This is an optimization exercise on Yosys and OpenROAD, whose aim is small area, not a production implementation.
In this exercise RTL edits were held to simulation tests only and were not proved equivalent to the original.
The clock input has no modelled driver; a real chip could not lean on it and would need a root buffer or a full tree.
Power is estimated from default activity; no workload was simulated.

==> flow/design.v <==
`timescale 1ns / 1ps
module project1(
    input clk,
    input rst,
    input [3:0] sedbec_in,
    input [4:0] noise1,
    input start,
    input [15:0] freq,
    output reg [3:0] data_o,
    output reg error1bit,
    output error2bit,
    output errorparity,
    output reg done
);
    reg [7:0] lo, hi;
    reg cy;
    wire [8:0] cl, chh;
    wire [7:0] sl, sh;
    assign cl[0] = 1'b0;
    assign chh[0] = cy;
    genvar i;
    generate
        for (i = 0; i < 8; i = i + 1) begin : add
            assign sl[i] = lo[i] ^ freq[i] ^ cl[i];
            assign cl[i+1] = (lo[i] & freq[i]) | (cl[i] & (lo[i] ^ freq[i]));
            assign sh[i] = hi[i] ^ freq[8+i] ^ chh[i];
            assign chh[i+1] = (hi[i] & freq[8+i]) | (chh[i] & (hi[i] ^ freq[8+i]));
        end
    endgenerate
    always @(posedge clk or posedge rst)
        if (rst) begin
            lo <= 8'd0;
            hi <= 8'd0;
            cy <= 1'b0;
        end else begin
            lo <= sl;
            hi <= sh;
            cy <= cl[8];
        end
    wire [3:0] top = hi[7:4] + {3'd0, cy & (&hi[3:0])};
    reg above;
    always @(posedge clk)
        above <= ~top[3] & (|top[2:0]);
    wire p1 = sedbec_in[0]^sedbec_in[1]^sedbec_in[3];
    wire p2 = sedbec_in[0]^sedbec_in[2]^sedbec_in[3];
    wire p4 = sedbec_in[1]^sedbec_in[2]^sedbec_in[3];
    wire [6:0] code = {sedbec_in[3:1], p4, sedbec_in[0], p2, p1};
    wire par = ^code;
    reg [6:0] nz;
    always @(*) begin
        case (noise1[2:0])
            3'd1: nz = {noise1[3], 6'b000001};
            3'd2: nz = {noise1[3], 6'b000010};
            3'd3: nz = {noise1[3], 6'b000100};
            3'd4: nz = {noise1[3], 6'b001000};
            3'd5: nz = {noise1[3], 6'b010000};
            3'd6: nz = {noise1[3], 6'b100000};
            3'd7: nz = {6'b100000, noise1[3]};
            default: nz = {noise1[3], 6'b000000};
        endcase
    end
    wire [7:0] tx = {par, code} ^ {noise1[4], nz};
    reg run;
    reg [7:0] t;
    always @(posedge clk or posedge rst)
        if (rst) begin
            run <= 1'b0;
            done <= 1'b0;
        end else if (run) begin
            if (t == 8'd3) begin
                run <= 1'b0;
                done <= 1'b1;
            end
        end else if (done) begin
            if (!start) done <= 1'b0;
        end else if (start) begin
            run <= 1'b1;
        end
    always @(posedge clk)
        t <= run ? t + 8'd1 : 8'd126;
    wire clr = ~t[7] & t[6];
    wire cnt = t[7] & above;
    reg [5:0] nc [0:7];
    wire [7:0] rx;
    genvar k;
    generate
        for (k = 0; k < 8; k = k + 1) begin : ch
            wire [5:0] c = ~nc[k];
            wire sat = c[5] & c[0];
            always @(posedge clk)
                if (clr)
                    nc[k] <= 6'h3f;
                else if (cnt & tx[k] & ~sat)
                    nc[k] <= nc[k] - 6'd1;
            assign rx[k] = sat;
        end
    endgenerate
    wire s1 = rx[0]^rx[2]^rx[4]^rx[6];
    wire s2 = rx[1]^rx[2]^rx[5]^rx[6];
    wire s4 = rx[3]^rx[4]^rx[5]^rx[6];
    wire [2:0] syn = {s4, s2, s1};
    wire [6:0] fix = (syn == 3'd0) ? 7'd0 : (7'd1 << (syn - 3'd1));
    wire [6:0] cor = rx[6:0] ^ fix;
    wire opar = ^rx;
    wire e1 = (syn != 3'd0);
    reg opar_q;
    always @(posedge clk or posedge rst)
        if (rst) begin
            data_o <= 4'd0;
            error1bit <= 1'b0;
            opar_q <= 1'b0;
        end else if (run && t == 8'd1) begin
            data_o <= {cor[6:4], cor[2]};
            error1bit <= e1;
            opar_q <= opar;
        end
    assign error2bit = error1bit & ~opar_q;
    assign errorparity = ~error1bit & opar_q;
endmodule
==> flow/config.mk <==
export PLATFORM = sky130hd
export DESIGN_NAME = project1
export DESIGN_NICKNAME = project1
export VERILOG_FILES = /design/flow/design.v
export SDC_FILE = /design/flow/constraint.sdc
export NUM_CORES = 4
export LEC_CHECK = 0
export CAP_MARGIN = 20
export CORE_MARGIN = 2
export CORE_UTILIZATION = 65
export SLEW_MARGIN = 20
==> flow/constraint.sdc <==
create_clock -name core_clock -period 5.0 [get_ports {clk}]
set_input_delay 1.0000 -clock core_clock [delete_from_list [all_inputs] [get_ports {clk}]]
set_output_delay 1.0000 -clock core_clock [all_outputs]
set_load 0.01 [all_outputs]
standard.sh (not shown) runs the stock make flow with config.mk's settings and CLKGATE_MAP_FILE= SYNTH_SCRIPT=/design/flow/synth_recipe.tcl, a recipe that flattens the netlist after the stock synthesis.
==> flow/flow/run.sh <==
#!/bin/bash
# Layout flow:
# 1. the standard synthesis;
# 2. its combinational logic re-mapped by ABC for area, in rounds (each
#    re-maps the previous round's smallest result with a few ABC scripts;
#    the smallest of all is kept). Registers, full adders and the
#    registers' names stay as the standard synthesis made them; full adders
#    whose three inputs are all inverted are flipped first (fa_pol.py);
# 3. the standard layout with buf_1 port buffers and, after CTS, a
#    smaller clock tree (cts_post.tcl: one inverter driving two to five
#    inverters, each driving an equal share of the flip-flops).
# Each step's output goes to its own log file here.
set -euo pipefail
W=$(pwd)
R=$W/orfs/results/$FLOW_PLATFORM/project1/base
LIB=$(ls $FLOW_HOME/platforms/$FLOW_PLATFORM/lib/sky130_fd_sc_hd__tt_025C_1v80.lib)
YOSYS=$(command -v yosys || echo $FLOW_HOME/../tools/install/yosys/bin/yosys)

# 1. standard synthesis
bash standard.sh synth > 1_standard_synth.log 2>&1
cp $R/1_2_yosys.v $W/1_standard.v

# 2. re-map the combinational logic for area
python3 $W/flow/fa_pol.py $W/1_standard.v $W/1_fapol.v > 2_fapol.log 2>&1
# Rounds of re-mapping: each round runs a few ABC scripts on the previous
# round's smallest netlist; the smallest netlist of all rounds is kept.
cp $W/1_fapol.v $W/1_cur.v
glob=""; glob_area=1e9
for round in 1 2 3 4 5 6 7 8; do
  best=""; best_area=""
  for S in $W/flow/area*.abc; do
    n=r${round}_$(basename $S .abc)
    cat > $W/reopt_$n.ys <<EOT
read_liberty -ignore_miss_func -overwrite $LIB
read_verilog $W/1_cur.v
hierarchy -top $FLOW_TOP
setattr -mod -set keep_hierarchy 1 sky130_fd_sc_hd__df* sky130_fd_sc_hd__fa_1 sky130_fd_sc_hd__conb_1
flatten
opt_clean
abc -liberty $LIB -dont_use sky130_fd_sc_hd__lpflow_* -dont_use sky130_fd_sc_hd__probe* -script $S
opt_clean -purge
tee -o $W/2_reopt_$n.stat stat -liberty $LIB
delete sky130_fd_sc_hd__*
write_verilog -noattr -noexpr $W/1_reopt_$n.v
EOT
    $YOSYS -s $W/reopt_$n.ys > 2_reopt_$n.log 2>&1
    a=$(grep "Chip area for top module" $W/2_reopt_$n.stat | awk '{print $NF}')
    echo "$n $a" >> 2_reopt_areas.log
    if [[ -z "$best" ]] || python3 -c "import sys; sys.exit(0 if $a < $best_area else 1)"; then
      best=$n; best_area=$a
    fi
  done
  echo "round $round: best $best $best_area" >> 2_reopt_areas.log
  cp $W/1_reopt_$best.v $W/1_cur.v
  if python3 -c "import sys; sys.exit(0 if $best_area < $glob_area else 1)"; then
    glob=$best; glob_area=$best_area
  fi
done
echo "kept $glob $glob_area" >> 2_reopt_areas.log
cp $W/1_reopt_$glob.v $W/1_reopt.v
rm -f $W/1_reopt_r*.v
cp $W/1_reopt.v $R/1_2_yosys.v
rm -f $R/1_synth.odb $R/1_synth.sdc
bash standard.sh synth > 3_synth_odb.log 2>&1

# 3. layout
export POST_CTS_TCL=$W/flow/cts_post.tcl
export CLKTREE_SLEW_PS=115
export CLKTREE_CONFIGS="sky130_fd_sc_hd__inv_4:sky130_fd_sc_hd__inv_12:2 sky130_fd_sc_hd__inv_4:sky130_fd_sc_hd__inv_16:2 sky130_fd_sc_hd__inv_4:sky130_fd_sc_hd__inv_12:3 sky130_fd_sc_hd__inv_6:sky130_fd_sc_hd__inv_16:3 sky130_fd_sc_hd__inv_8:sky130_fd_sc_hd__inv_16:4 sky130_fd_sc_hd__inv_8:sky130_fd_sc_hd__inv_16:5"
export CTS_ARGS="-sink_clustering_enable -repair_clock_nets -dont_use_dummy_load -sink_clustering_size 40 -sink_clustering_max_diameter 200 -buf_list {sky130_fd_sc_hd__clkbuf_4 sky130_fd_sc_hd__clkbuf_8}"
bash standard.sh "BUFFER_PORTS_ARGS=-buffer_cell sky130_fd_sc_hd__buf_1" finish > 4_layout.log 2>&1
Other scripts of this flow, unchanged in this note and not shown: flow/flow/area1.abc, flow/flow/area2.abc, flow/flow/area3.abc, flow/flow/area4.abc, flow/flow/cts_post.tcl, flow/flow/fa_pol.py
The baseline produced a clean layout.
Then changed:
--- a/flow/flow/run.sh
+++ b/flow/flow/run.sh
@@ -2,7 +2,6 @@
 # Layout flow:
 # 1. the standard synthesis;
-# 2. its combinational logic re-mapped by ABC for area, in rounds (each
-#    re-maps the previous round's smallest result with a few ABC scripts;
-#    the smallest of all is kept). Registers, full adders and the
+# 2. its combinational logic re-mapped by ABC for area (the smallest result
+#    of a few ABC scripts is kept). Registers, full adders and the
 #    registers' names stay as the standard synthesis made them; full adders
 #    whose three inputs are all inverted are flipped first (fa_pol.py);
@@ -23,15 +22,11 @@
 # 2. re-map the combinational logic for area
 python3 $W/flow/fa_pol.py $W/1_standard.v $W/1_fapol.v > 2_fapol.log 2>&1
-# Rounds of re-mapping: each round runs a few ABC scripts on the previous
-# round's smallest netlist; the smallest netlist of all rounds is kept.
-cp $W/1_fapol.v $W/1_cur.v
-glob=""; glob_area=1e9
-for round in 1 2 3 4 5 6 7 8; do
-  best=""; best_area=""
-  for S in $W/flow/area*.abc; do
-    n=r${round}_$(basename $S .abc)
-    cat > $W/reopt_$n.ys <<EOT
+# several ABC scripts are tried; the smallest result is kept
+best=""; best_area=""
+for S in $W/flow/area*.abc; do
+  n=$(basename $S .abc)
+  cat > $W/reopt_$n.ys <<EOT
 read_liberty -ignore_miss_func -overwrite $LIB
-read_verilog $W/1_cur.v
+read_verilog $W/1_fapol.v
 hierarchy -top $FLOW_TOP
 setattr -mod -set keep_hierarchy 1 sky130_fd_sc_hd__df* sky130_fd_sc_hd__fa_1 sky130_fd_sc_hd__conb_1
@@ -44,20 +39,13 @@
 write_verilog -noattr -noexpr $W/1_reopt_$n.v
 EOT
-    $YOSYS -s $W/reopt_$n.ys > 2_reopt_$n.log 2>&1
-    a=$(grep "Chip area for top module" $W/2_reopt_$n.stat | awk '{print $NF}')
-    echo "$n $a" >> 2_reopt_areas.log
-    if [[ -z "$best" ]] || python3 -c "import sys; sys.exit(0 if $a < $best_area else 1)"; then
-      best=$n; best_area=$a
-    fi
-  done
-  echo "round $round: best $best $best_area" >> 2_reopt_areas.log
-  cp $W/1_reopt_$best.v $W/1_cur.v
-  if python3 -c "import sys; sys.exit(0 if $best_area < $glob_area else 1)"; then
-    glob=$best; glob_area=$best_area
+  $YOSYS -s $W/reopt_$n.ys > 2_reopt_$n.log 2>&1
+  a=$(grep "Chip area for top module" $W/2_reopt_$n.stat | awk '{print $NF}')
+  echo "$n $a" >> 2_reopt_areas.log
+  if [[ -z "$best" ]] || python3 -c "import sys; sys.exit(0 if $a < $best_area else 1)"; then
+    best=$n; best_area=$a
   fi
 done
-echo "kept $glob $glob_area" >> 2_reopt_areas.log
-cp $W/1_reopt_$glob.v $W/1_reopt.v
-rm -f $W/1_reopt_r*.v
+echo "kept $best $best_area" >> 2_reopt_areas.log
+cp $W/1_reopt_$best.v $W/1_reopt.v
 cp $W/1_reopt.v $R/1_2_yosys.v
 rm -f $R/1_synth.odb $R/1_synth.sdc
- CORE_UTILIZATION: 65 -> 55
Result:
- The changed run passed the timing, DRC and antenna checks
- total power shrinks by about 1%
- area after synthesis grows by about 1.4%
- setup slack is better by 0.071 ns
- cell area grows by about 0.8%
Then changed:
--- a/flow/flow/run.sh
+++ b/flow/flow/run.sh
@@ -2,6 +2,6 @@
 # Layout flow:
 # 1. the standard synthesis;
-# 2. its combinational logic re-mapped by ABC for area (the smallest result
-#    of a few ABC scripts is kept). Registers, full adders and the
+# 2. its combinational logic re-mapped by ABC for area, in rounds (each
+#    keeps the smallest result of a few ABC scripts). Registers, full adders and the
 #    registers' names stay as the standard synthesis made them; full adders
 #    whose three inputs are all inverted are flipped first (fa_pol.py);
@@ -22,11 +22,16 @@
 # 2. re-map the combinational logic for area
 python3 $W/flow/fa_pol.py $W/1_standard.v $W/1_fapol.v > 2_fapol.log 2>&1
-# several ABC scripts are tried; the smallest result is kept
-best=""; best_area=""
-for S in $W/flow/area*.abc; do
-  n=$(basename $S .abc)
-  cat > $W/reopt_$n.ys <<EOT
+# Rounds of re-mapping: each round runs a few ABC scripts on the current
+# netlist and keeps the smallest result; rounds stop when one gains less
+# than 1 um2 (at most 6 rounds).
+cp $W/1_fapol.v $W/1_reopt.v
+cur_area=1e9
+for round in 1 2 3 4 5 6; do
+  best=""; best_area=""
+  for S in $W/flow/area*.abc; do
+    n=r${round}_$(basename $S .abc)
+    cat > $W/reopt_$n.ys <<EOT
 read_liberty -ignore_miss_func -overwrite $LIB
-read_verilog $W/1_fapol.v
+read_verilog $W/1_reopt.v
 hierarchy -top $FLOW_TOP
 setattr -mod -set keep_hierarchy 1 sky130_fd_sc_hd__df* sky130_fd_sc_hd__fa_1 sky130_fd_sc_hd__conb_1
@@ -39,13 +44,20 @@
 write_verilog -noattr -noexpr $W/1_reopt_$n.v
 EOT
-  $YOSYS -s $W/reopt_$n.ys > 2_reopt_$n.log 2>&1
-  a=$(grep "Chip area for top module" $W/2_reopt_$n.stat | awk '{print $NF}')
-  echo "$n $a" >> 2_reopt_areas.log
-  if [[ -z "$best" ]] || python3 -c "import sys; sys.exit(0 if $a < $best_area else 1)"; then
-    best=$n; best_area=$a
+    $YOSYS -s $W/reopt_$n.ys > 2_reopt_$n.log 2>&1
+    a=$(grep "Chip area for top module" $W/2_reopt_$n.stat | awk '{print $NF}')
+    echo "$n $a" >> 2_reopt_areas.log
+    if [[ -z "$best" ]] || python3 -c "import sys; sys.exit(0 if $a < $best_area else 1)"; then
+      best=$n; best_area=$a
+    fi
+  done
+  if python3 -c "import sys; sys.exit(0 if $best_area < $cur_area - 1 else 1)"; then
+    echo "round $round: kept $best $best_area" >> 2_reopt_areas.log
+    cp $W/1_reopt_$best.v $W/1_reopt.v
+    cur_area=$best_area
+  else
+    echo "round $round: no gain, stop" >> 2_reopt_areas.log
+    break
   fi
 done
-echo "kept $best $best_area" >> 2_reopt_areas.log
-cp $W/1_reopt_$best.v $W/1_reopt.v
 cp $W/1_reopt.v $R/1_2_yosys.v
 rm -f $R/1_synth.odb $R/1_synth.sdc
- CORE_UTILIZATION: 55 -> 65
=> Design area fell slightly. Maximum frequency shrinks slightly. Routed wire length is higher by a few percent. Clock skew barely changes. Sequential share of layout area increases by 0.39 points. Combinational power came out higher slightly. Sequential power rises slightly. Area after synthesis goes down slightly. Core utilization climbs by 11 points.
Then changed:
--- a/flow/flow/run.sh
+++ b/flow/flow/run.sh
@@ -2,6 +2,6 @@
 # Layout flow:
 # 1. the standard synthesis;
-# 2. its combinational logic re-mapped by ABC for area, in rounds (each
-#    keeps the smallest result of a few ABC scripts). Registers, full adders and the
+# 2. its combinational logic re-mapped by ABC for area (the smallest result
+#    of a few ABC scripts is kept). Registers, full adders and the
 #    registers' names stay as the standard synthesis made them; full adders
 #    whose three inputs are all inverted are flipped first (fa_pol.py);
@@ -22,16 +22,11 @@
 # 2. re-map the combinational logic for area
 python3 $W/flow/fa_pol.py $W/1_standard.v $W/1_fapol.v > 2_fapol.log 2>&1
-# Rounds of re-mapping: each round runs a few ABC scripts on the current
-# netlist and keeps the smallest result; rounds stop when one gains less
-# than 1 um2 (at most 6 rounds).
-cp $W/1_fapol.v $W/1_reopt.v
-cur_area=1e9
-for round in 1 2 3 4 5 6; do
-  best=""; best_area=""
-  for S in $W/flow/area*.abc; do
-    n=r${round}_$(basename $S .abc)
-    cat > $W/reopt_$n.ys <<EOT
+# several ABC scripts are tried; the smallest result is kept
+best=""; best_area=""
+for S in $W/flow/area*.abc; do
+  n=$(basename $S .abc)
+  cat > $W/reopt_$n.ys <<EOT
 read_liberty -ignore_miss_func -overwrite $LIB
-read_verilog $W/1_reopt.v
+read_verilog $W/1_fapol.v
 hierarchy -top $FLOW_TOP
 setattr -mod -set keep_hierarchy 1 sky130_fd_sc_hd__df* sky130_fd_sc_hd__fa_1 sky130_fd_sc_hd__conb_1
@@ -44,20 +39,13 @@
 write_verilog -noattr -noexpr $W/1_reopt_$n.v
 EOT
-    $YOSYS -s $W/reopt_$n.ys > 2_reopt_$n.log 2>&1
-    a=$(grep "Chip area for top module" $W/2_reopt_$n.stat | awk '{print $NF}')
-    echo "$n $a" >> 2_reopt_areas.log
-    if [[ -z "$best" ]] || python3 -c "import sys; sys.exit(0 if $a < $best_area else 1)"; then
-      best=$n; best_area=$a
-    fi
-  done
-  if python3 -c "import sys; sys.exit(0 if $best_area < $cur_area - 1 else 1)"; then
-    echo "round $round: kept $best $best_area" >> 2_reopt_areas.log
-    cp $W/1_reopt_$best.v $W/1_reopt.v
-    cur_area=$best_area
-  else
-    echo "round $round: no gain, stop" >> 2_reopt_areas.log
-    break
+  $YOSYS -s $W/reopt_$n.ys > 2_reopt_$n.log 2>&1
+  a=$(grep "Chip area for top module" $W/2_reopt_$n.stat | awk '{print $NF}')
+  echo "$n $a" >> 2_reopt_areas.log
+  if [[ -z "$best" ]] || python3 -c "import sys; sys.exit(0 if $a < $best_area else 1)"; then
+    best=$n; best_area=$a
   fi
 done
+echo "kept $best $best_area" >> 2_reopt_areas.log
+cp $W/1_reopt_$best.v $W/1_reopt.v
 cp $W/1_reopt.v $R/1_2_yosys.v
 rm -f $R/1_synth.odb $R/1_synth.sdc
- CORE_UTILIZATION: 65 -> 75
Final cell count came out lower by about 2.5%.
Wire length came out higher by about 12%.
Maximum frequency hardly moves.
Worst setup slack loses 0.0090 ns.
Via count came out higher by about 5.6%.
Total power came out higher by about 1.7%.
Cell area barely changes.
Utilization came out higher by 11 points.
Register-to-register slack barely changes.
Flip-flop and latch count stays the same.

## static timing again, ports no longer ideal
No port has a modelled driver above. Below, the same layouts with a new extraction and two added sets of constraints.
Step 1, drivers: a clkbuf_16 drives clk and a buf_2 each remaining input, both assumed.
Step 2 times the ports against the registers' clock, not the clock port: input delays grow and output delays shrink by t, the midpoint of the rising clock arrivals with the driver on.
Three values: no drivers, after step 1, after step 2; two values: the first two.
run | shift t [ns] | setup slack, ns | worst setup path after step 2
the first run | 0.246 | 0.845 / 0.858 / 0.612 | input to register
the second run | 0.252 | 0.916 / 0.924 / 0.673 | input to register
the third run | 0.241 | 0.873 / 0.886 / 0.645 | input to register
the fourth run | 0.238 | 0.864 / 0.879 / 0.640 | input to register
After both steps every run listed still meets setup and hold. For the second run, which loses most, drivers alone change the setup slack by +0.008 ns; drivers and shift together by -0.243 ns.
